Source: an optimization exercise on an open RTL-to-GDS flow (aim: small area, a short achievable clock period and few clock cycles per item). Production flows keep margins and buffers that such runs may drop. Power is estimated from default activity; no workload was simulated.

## main
==> module ELA, before the edit <==
module ELA(clk, rst, in_data, data_rd, req, wen, addr, data_wr, done);
	input				clk;
	input				rst;
	input		[7:0]	in_data;
	input		[7:0]	data_rd;
	output reg			req;
	output reg			wen;
	output reg	[9:0]	addr;
	output reg	[7:0]	data_wr;
	output reg			done;
reg				s_start;	 
reg				s_arr;		 
reg				s_rt;		 
reg				s_rb;		 
reg				s_w;		 
reg				s_fin;		 
reg		[3:0]	r;			 
reg				head;		 
reg				h0;			 
reg		[1:0]	sel_t2;		 
reg		[1:0]	sel_b1;		 
reg				go_int;		 
reg				row0_end;	 
reg				tail;		 
reg				edge_px;	 
reg		[7:0]	t0, t1, t2, b0, b1;
reg		[7:0]	dreg, sreg;	 
reg		[7:0]	best;		 
reg				cur_r;		 
wire	[4:0]	col = addr[4:0];
wire	[3:0]	rm1 = r - 4'd1;
always @(posedge clk or posedge rst) begin
	if (rst) begin
		s_start <= 1'b1;
		s_arr <= 1'b0;
		s_rt <= 1'b0;
		s_rb <= 1'b0;
		s_w <= 1'b0;
		s_fin <= 1'b0;
	end else begin
		s_start <= 1'b0;
		s_arr <= s_start || (s_arr && !go_int) || (tail && r != 4'd15);
		s_rt <= go_int || (s_w && !tail);
		s_rb <= s_rt;
		s_w <= s_rb;
		s_fin <= s_fin || (tail && r == 4'd15);
	end
end
always @(posedge clk) begin
	go_int <= s_arr && !req && (col == 5'd29) && (r != 4'd0);
	row0_end <= s_arr && !req && (col == 5'd29) && (r == 4'd0);
	tail <= s_rb && !head && (col == 5'd0);
	edge_px <= (s_w && col == 5'd31) || (s_rt && edge_px);
	sel_t2 <= {(s_arr && go_int) || (s_w && !tail), go_int || (s_w && !tail)};
	sel_b1 <= {s_rb && !s_arr, s_rb};
	done <= s_fin;
	req <= s_start || (row0_end) || (tail && r != 4'd15);
	if (s_start)
		r <= 4'd0;
	else if ((row0_end) || tail)
		r <= r + 4'd1;
	if (go_int)
		h0 <= 1'b1;
	else if (s_rb)
		h0 <= 1'b0;
	if (go_int)
		head <= 1'b1;
	else if (s_rb && col == 5'd1)
		head <= 1'b0;
	wen <= (s_arr && !go_int) || (s_rb && (!head || h0)) || tail;
end
reg		[4:0]	col_inc;
always @(*) begin
	if (s_rt)
		col_inc = 5'd0;
	else if (s_rb)
		col_inc = h0 ? 5'd31 : 5'd30;
	else if (s_w && !tail)
		col_inc = head ? 5'd2 : 5'd3;
	else if (go_int)
		col_inc = 5'd2;
	else
		col_inc = 5'd1;
end
always @(posedge clk) begin
	addr[4:0] <= (s_arr && req) ? 5'd0 : col + col_inc;
	addr[5] <= (s_rb && !h0) || tail;
	addr[9:6] <= ((s_arr && !go_int) || s_rt || (s_rb && h0)) ? r : rm1;
end
always @(posedge clk) begin
	if (s_rb) begin
		t0 <= data_rd;
		t1 <= t0;
		t2 <= t1;
	end
	if (s_w) begin
		b0 <= data_rd;
		b1 <= b0;
	end
end
wire	[7:0]	opa = {sel_t2[1] ? t2[7:4] : t0[7:4], sel_t2[0] ? t2[3:0] : t0[3:0]};
wire	[7:0]	opb = {sel_b1[1] ? b1[7:4] : b0[7:4], sel_b1[0] ? b1[3:0] : b0[3:0]};
reg		[7:0]	dg, dp, dG, dP;
reg		[7:0]	sg, sp, sG, sP;
reg		[7:0]	absd, avg;
integer			i, k;
always @(*) begin
	dg = opa & ~opb;
	dp = opa ^ ~opb;
	sg = opa & opb;
	sp = opa ^ opb;
	dG = dg;
	dP = dp;
	sG = sg;
	sP = sp;
	for (k = 1; k < 8; k = k * 2) begin
		for (i = 7; i >= k; i = i - 1) begin
			dG[i] = dG[i] | (dP[i] & dG[i-k]);
			dP[i] = dP[i] & dP[i-k];
			sG[i] = sG[i] | (sP[i] & sG[i-k]);
			sP[i] = sP[i] & sP[i-k];
		end
	end
	absd[0] = dp[0] ^ 1'b1;
	for (i = 1; i < 8; i = i + 1)
		absd[i] = dp[i] ^ (dG[i-1] | dP[i-1]);
	if (!(dG[7] | dP[7])) begin
		absd[0] = ~dp[0];
		for (i = 1; i < 8; i = i + 1)
			absd[i] = ~(dp[i] ^ dG[i-1]);
	end
	for (i = 1; i < 8; i = i + 1)
		avg[i-1] = sp[i] ^ sG[i-1];
	avg[7] = sG[7];
end
always @(posedge clk) begin
	dreg <= absd;
	sreg <= avg;
end
wire			cin = s_rb && cur_r;
reg		[7:0]	cG, cP;
always @(*) begin
	cG = best & ~dreg;
	cP = best ^ ~dreg;
	for (k = 1; k < 8; k = k * 2)
		for (i = 7; i >= k; i = i - 1) begin
			cG[i] = cG[i] | (cP[i] & cG[i-k]);
			cP[i] = cP[i] & cP[i-k];
		end
end
wire			win = cG[7] | (cP[7] & cin);
always @(posedge clk) begin
	if (s_w || (s_rt && !edge_px && !h0 && win)) begin
		best <= dreg;
		cur_r <= s_rt;
	end
	if (s_arr)
		data_wr <= in_data;
	else if (s_w || ((s_rt || s_rb) && !edge_px && !h0 && win))
		data_wr <= sreg;
end
endmodule
Settings: LEC_CHECK=0, CAP_MARGIN=20, CORE_MARGIN=2, CORE_UTILIZATION=70, SETUP_SLACK_MARGIN=3.4, SLEW_MARGIN=20, TNS_END_PERCENT=5; clock period 5.5 ns.
standard.sh (not shown) runs the stock make flow with config.mk's settings and CLKGATE_MAP_FILE= SYNTH_SCRIPT=/design/flow/synth_recipe.tcl, a recipe that flattens the netlist after the stock synthesis.
==> flow/flow/run.sh <==
#!/bin/bash
# Standard layout with these changes: synthesis leaves adders to abc as plain
# gates (no full/half adder cells), the port buffers are buf_2 cells instead
# of the delay buffers buffer_ports picks by default.
set -euo pipefail
export BUFFER_PORTS_ARGS="-buffer_cell sky130_fd_sc_hd__buf_2"

bash standard.sh ADDER_MAP_FILE= finish > standard.log 2>&1
Setup changes, main to the feature branch
--- a/flow/design.v
+++ b/flow/design.v
@@ -11,17 +11,16 @@
 	output reg			done;
 reg				s_start;	 
 reg				s_arr;		 
+reg				s_wo;		 
 reg				s_rt;		 
 reg				s_rb;		 
 reg				s_w;		 
 reg				s_fin;		 
 reg		[3:0]	r;			 
 reg				head;		 
-reg				h0;			 
-reg		[1:0]	sel_t2;		 
-reg		[1:0]	sel_b1;		 
-reg				go_int;		 
-reg				row0_end;	 
+reg				sel_t2;		 
+reg				sel_b1;		 
+reg				arr_end;	 
 reg				tail;		 
 reg				edge_px;	 
 reg		[7:0]	t0, t1, t2, b0, b1;
@@ -34,59 +33,54 @@
 	if (rst) begin
 		s_start <= 1'b1;
 		s_arr <= 1'b0;
+		s_wo <= 1'b0;
 		s_rt <= 1'b0;
 		s_rb <= 1'b0;
 		s_w <= 1'b0;
 		s_fin <= 1'b0;
 	end else begin
 		s_start <= 1'b0;
-		s_arr <= s_start || (s_arr && !go_int) || (tail && r != 4'd15);
-		s_rt <= go_int || (s_w && !tail);
+		s_arr <= s_start || (s_arr && !(arr_end && r != 4'd0)) || (tail && r != 4'd15);
+		s_wo <= arr_end && r != 4'd0;
+		s_rt <= s_wo || (s_w && !tail);
 		s_rb <= s_rt;
 		s_w <= s_rb;
 		s_fin <= s_fin || (tail && r == 4'd15);
 	end
 end
 always @(posedge clk) begin
-	go_int <= s_arr && !req && (col == 5'd29) && (r != 4'd0);
-	row0_end <= s_arr && !req && (col == 5'd29) && (r == 4'd0);
+	arr_end <= s_arr && !req && (col == 5'd29);
 	tail <= s_rb && !head && (col == 5'd0);
 	edge_px <= (s_w && col == 5'd31) || (s_rt && edge_px);
-	sel_t2 <= {(s_arr && go_int) || (s_w && !tail), go_int || (s_w && !tail)};
-	sel_b1 <= {s_rb && !s_arr, s_rb};
+	sel_t2 <= s_wo || (s_w && !tail);
+	sel_b1 <= s_rb;
 	done <= s_fin;
-	req <= s_start || (row0_end) || (tail && r != 4'd15);
+	req <= s_start || (arr_end && r == 4'd0) || (tail && r != 4'd15);
 	if (s_start)
 		r <= 4'd0;
-	else if ((row0_end) || tail)
+	else if ((arr_end && r == 4'd0) || tail)
 		r <= r + 4'd1;
-	if (go_int)
-		h0 <= 1'b1;
-	else if (s_rb)
-		h0 <= 1'b0;
-	if (go_int)
+	if (s_wo)
 		head <= 1'b1;
 	else if (s_rb && col == 5'd1)
 		head <= 1'b0;
-	wen <= (s_arr && !go_int) || (s_rb && (!head || h0)) || tail;
+	wen <= s_arr || (s_rb && !head) || tail;
 end
 reg		[4:0]	col_inc;
 always @(*) begin
 	if (s_rt)
 		col_inc = 5'd0;
 	else if (s_rb)
-		col_inc = h0 ? 5'd31 : 5'd30;
+		col_inc = 5'd30;
 	else if (s_w && !tail)
-		col_inc = head ? 5'd2 : 5'd3;
-	else if (go_int)
-		col_inc = 5'd2;
+		col_inc = 5'd3;
 	else
 		col_inc = 5'd1;
 end
 always @(posedge clk) begin
 	addr[4:0] <= (s_arr && req) ? 5'd0 : col + col_inc;
-	addr[5] <= (s_rb && !h0) || tail;
-	addr[9:6] <= ((s_arr && !go_int) || s_rt || (s_rb && h0)) ? r : rm1;
+	addr[5] <= s_rb || tail;
+	addr[9:6] <= (s_arr || s_rt) ? r : rm1;
 end
 always @(posedge clk) begin
 	if (s_rb) begin
@@ -99,8 +93,8 @@
 		b1 <= b0;
 	end
 end
-wire	[7:0]	opa = {sel_t2[1] ? t2[7:4] : t0[7:4], sel_t2[0] ? t2[3:0] : t0[3:0]};
-wire	[7:0]	opb = {sel_b1[1] ? b1[7:4] : b0[7:4], sel_b1[0] ? b1[3:0] : b0[3:0]};
+wire	[7:0]	opa = sel_t2 ? t2 : t0;
+wire	[7:0]	opb = sel_b1 ? b1 : b0;
 reg		[7:0]	dg, dp, dG, dP;
 reg		[7:0]	sg, sp, sG, sP;
 reg		[7:0]	absd, avg;
@@ -151,13 +145,13 @@
 end
 wire			win = cG[7] | (cP[7] & cin);
 always @(posedge clk) begin
-	if (s_w || (s_rt && !edge_px && !h0 && win)) begin
+	if (s_w || (s_rt && !edge_px && win)) begin
 		best <= dreg;
 		cur_r <= s_rt;
 	end
 	if (s_arr)
 		data_wr <= in_data;
-	else if (s_w || ((s_rt || s_rb) && !edge_px && !h0 && win))
+	else if (s_w || ((s_rt || s_rb) && !edge_px && win))
 		data_wr <= sreg;
 end
 endmodule
### Flow results
Share of flip-flops with an asynchronous set or reset: the feature branch and main compared, lower one is main. Hold slack ends up higher on main. Higher count of unique library cells instantiated by Yosys was reported by the feature branch, not main. Diff main -> the feature branch | power in sequential cells | down by a few percent. In the tables for the feature branch and main, net switching share of the total power reads lower with the feature branch. Cell total after placement, the feature branch vs main: down slightly.
No functional check of the RTL was part of any run of this note.

-- afterwards: timing with drivers on the ports --
Ports are ideal in the flow. The routed layouts listed here were re-timed in OpenROAD. Step 1, drivers: a clkbuf_16 drives clk and a buf_2 each remaining input, both assumed. Step 2 times the ports against the registers' clock, not the clock port: input delays grow and output delays shrink by t, the midpoint of the rising clock arrivals with the driver on. a / b / c = no drivers / after step 1 / after step 2; a / b = the first two.
run | t (ns) | setup slack, ns | worst register clock-pin slew, ns
main | 0.387 | 3.156 / 3.156 / 3.156 | 0.10 / 0.10
the feature branch | 0.389 | 3.043 / 3.043 / 3.043 | 0.10 / 0.10
After both steps setup and hold are still met in every run listed.
